This design comes from an exercise in tuning for small area on the open sky130 flow, not from production work.
Only simulation tests tie the RTL to the original design; equivalence was not proved.
Power figures rest on the tool's default switching activity, not on a simulated workload.

## riscV_top
module riscV_top(
        input sysclk,
        input reset,
        input boot_sel,
        output [7:0] imem_addr,
        input [31:0] imem_data,
        output [31:0] dmem_addr,
        output [31:0] dmem_wdata,
        output dmem_we,
        output dmem_re,
        input [31:0] dmem_rdata,
        output wb_en,
        output [4:0] wb_rd,
        output [31:0] wb_data
    );
Size in the first run: ~2,500 cells after synthesis, ~180 I/O pins, ~43,000 sq um of cells after synthesis.
Settings: LEC_CHECK=0, CAP_MARGIN=20, CORE_MARGIN=2, CORE_UTILIZATION=55, SETUP_SLACK_MARGIN=0.1, SLEW_MARGIN=20, SYNTH_HIERARCHICAL=1, SYNTH_MINIMUM_KEEP_SIZE=0; clock period 11.0 ns.
standard.sh (not shown) runs the stock make flow with config.mk's settings and CLKGATE_MAP_FILE= SYNTH_SCRIPT=/design/flow/synth_recipe.tcl, a recipe that flattens the netlist after the stock synthesis.
==> flow/flow/run.sh <==
#!/bin/bash
# Standard ORFS layout with two changes:
#  - port buffers are buf_1 cells rather than the slow clkdlybuf4s50_1 that
#    buffer_ports picks by default;
#  - clock tree built from clkbuf_4 cells in small clusters, without dummy loads.
set -euo pipefail
bash standard.sh synth > synth.log 2>&1
bash standard.sh \
  BUFFER_PORTS_ARGS="-buffer_cell sky130_fd_sc_hd__buf_1" \
  CTS_ARGS="-sink_clustering_enable -repair_clock_nets -dont_use_dummy_load -buf_list {sky130_fd_sc_hd__clkbuf_4} -sink_clustering_size 10 -sink_clustering_max_diameter 30" \
  finish > layout.log 2>&1
Change:
==> flow/flow/run.sh (replaced) <==
#!/bin/bash
# Standard ORFS layout with two changes:
#  - port buffers are buf_1 cells rather than the slow clkdlybuf4s50_1 that
#    buffer_ports picks by default;
#  - clock tree built from smaller clock buffers, without dummy loads.
set -euo pipefail
bash standard.sh synth > synth.log 2>&1
bash standard.sh \
  BUFFER_PORTS_ARGS="-buffer_cell sky130_fd_sc_hd__buf_1" \
  CTS_ARGS="-sink_clustering_enable -repair_clock_nets -dont_use_dummy_load -buf_list {sky130_fd_sc_hd__clkbuf_4 sky130_fd_sc_hd__clkbuf_8} -sink_clustering_size 16 -sink_clustering_max_diameter 45" \
  finish > layout.log 2>&1
- SETUP_SLACK_MARGIN: 0.1 -> unset
After rerunning: The changed run went through all stages and came out clean; power climbs by 1.9%; worst hold slack improved by 0.0097 ns; flip-flop and latch count does not change; die area stays the same; clock skew drops by 0.096 ns; core utilization climbs by 0.17 points; first-iteration DRC count climbs by about 3%; clock power climbs by about 6%; design area hardly moves.

---

== main ==
riscV_top, a different RTL version from the one above (not shown whole).
For scale: about 180 I/O pins, roughly 43000 sq um of cells after synthesis.
Design riscV_top, start of the top module:
module riscV_top(
        input sysclk,
        input reset,
        input boot_sel,
        output [7:0] imem_addr,
        input [31:0] imem_data,
        output [31:0] dmem_addr,
        output [31:0] dmem_wdata,
        output dmem_we,
        output dmem_re,
        input [31:0] dmem_rdata,
        output wb_en,
        output [4:0] wb_rd,
        output [31:0] wb_data
    );
Settings: LEC_CHECK=0, CAP_MARGIN=20, CORE_MARGIN=2, CORE_UTILIZATION=55, SETUP_SLACK_MARGIN=0.2, SLEW_MARGIN=20, SYNTH_HIERARCHICAL=1, SYNTH_MINIMUM_KEEP_SIZE=0; clock period 11.0 ns.
==> flow/flow/run.sh <==
#!/bin/bash
# Standard ORFS layout with two changes:
#  - port buffers are buf_1 cells rather than the slow clkdlybuf4s50_1 that
#    buffer_ports picks by default;
#  - clock tree built from clkbuf_4 cells in small clusters, without dummy loads.
set -euo pipefail
bash standard.sh synth > synth.log 2>&1
bash standard.sh \
  BUFFER_PORTS_ARGS="-buffer_cell sky130_fd_sc_hd__buf_1" \
  CTS_ARGS="-sink_clustering_enable -repair_clock_nets -dont_use_dummy_load -buf_list {sky130_fd_sc_hd__clkbuf_4} -sink_clustering_size 10 -sink_clustering_max_diameter 30" \
  finish > layout.log 2>&1
What the feature branch does differently from main at the input level:
diff --git a/flow/flow/run.sh b/flow/flow/run.sh
--- a/flow/flow/run.sh
+++ b/flow/flow/run.sh
@@ -8,4 +8,4 @@
 bash standard.sh \
   BUFFER_PORTS_ARGS="-buffer_cell sky130_fd_sc_hd__buf_1" \
-  CTS_ARGS="-sink_clustering_enable -repair_clock_nets -dont_use_dummy_load -buf_list {sky130_fd_sc_hd__clkbuf_4} -sink_clustering_size 10 -sink_clustering_max_diameter 30" \
+  CTS_ARGS="-sink_clustering_enable -repair_clock_nets -dont_use_dummy_load -buf_list {sky130_fd_sc_hd__clkbuf_4} -sink_clustering_size 12 -sink_clustering_max_diameter 32" \
   finish > layout.log 2>&1
### Flow results
main and the feature branch ended up with roughly the same via count. Re latest clock arrival within the worst-skew pair: the feature branch is 0.02 ns down on main. Both conditions hold for the feature branch: the flow ran to the end and the final layout passed the timing, design-rule and antenna checks. Per the comparison of the feature branch with main, number of clock buffers in the layout -12; post-layout utilization of the core went down; fraction of power spent switching nets essentially unchanged.

[separate check: timing with driven ports]
How much do the figures lean on ideal ports? The routed layouts below were timed once more, with nothing changed but the port constraints. Step 1 sets driving cells, clkbuf_16 on the clock port and buf_2 on the other inputs (assumed; they add their load-dependent delay and slew). Step 2 times the ports against the registers' clock, not the clock port: input delays grow and output delays shrink by t, the midpoint of the rising clock arrivals with the driver on. Three values: ideal ports, drivers, drivers and shift; two values: the first two.
| run | shift t [ns] | setup WS [ns] | worst setup path at the end |
|---|---|---|---|
| the first run of note 1 | 1.098 | 0.237 / 0.119 / 0.119 | input to output |
| the second run of note 1 | 0.801 | 0.226 / 0.153 / 0.153 | input to output |
| main | 1.097 | 0.211 / 0.162 / 0.162 | input to output |
| the feature branch | 1.060 | 0.222 / 0.167 / 0.167 | input to output |
After both steps every run listed still meets setup and hold. For the first run of note 1, which loses most, drivers alone change the setup slack by -0.118 ns; drivers and shift together by -0.118 ns.
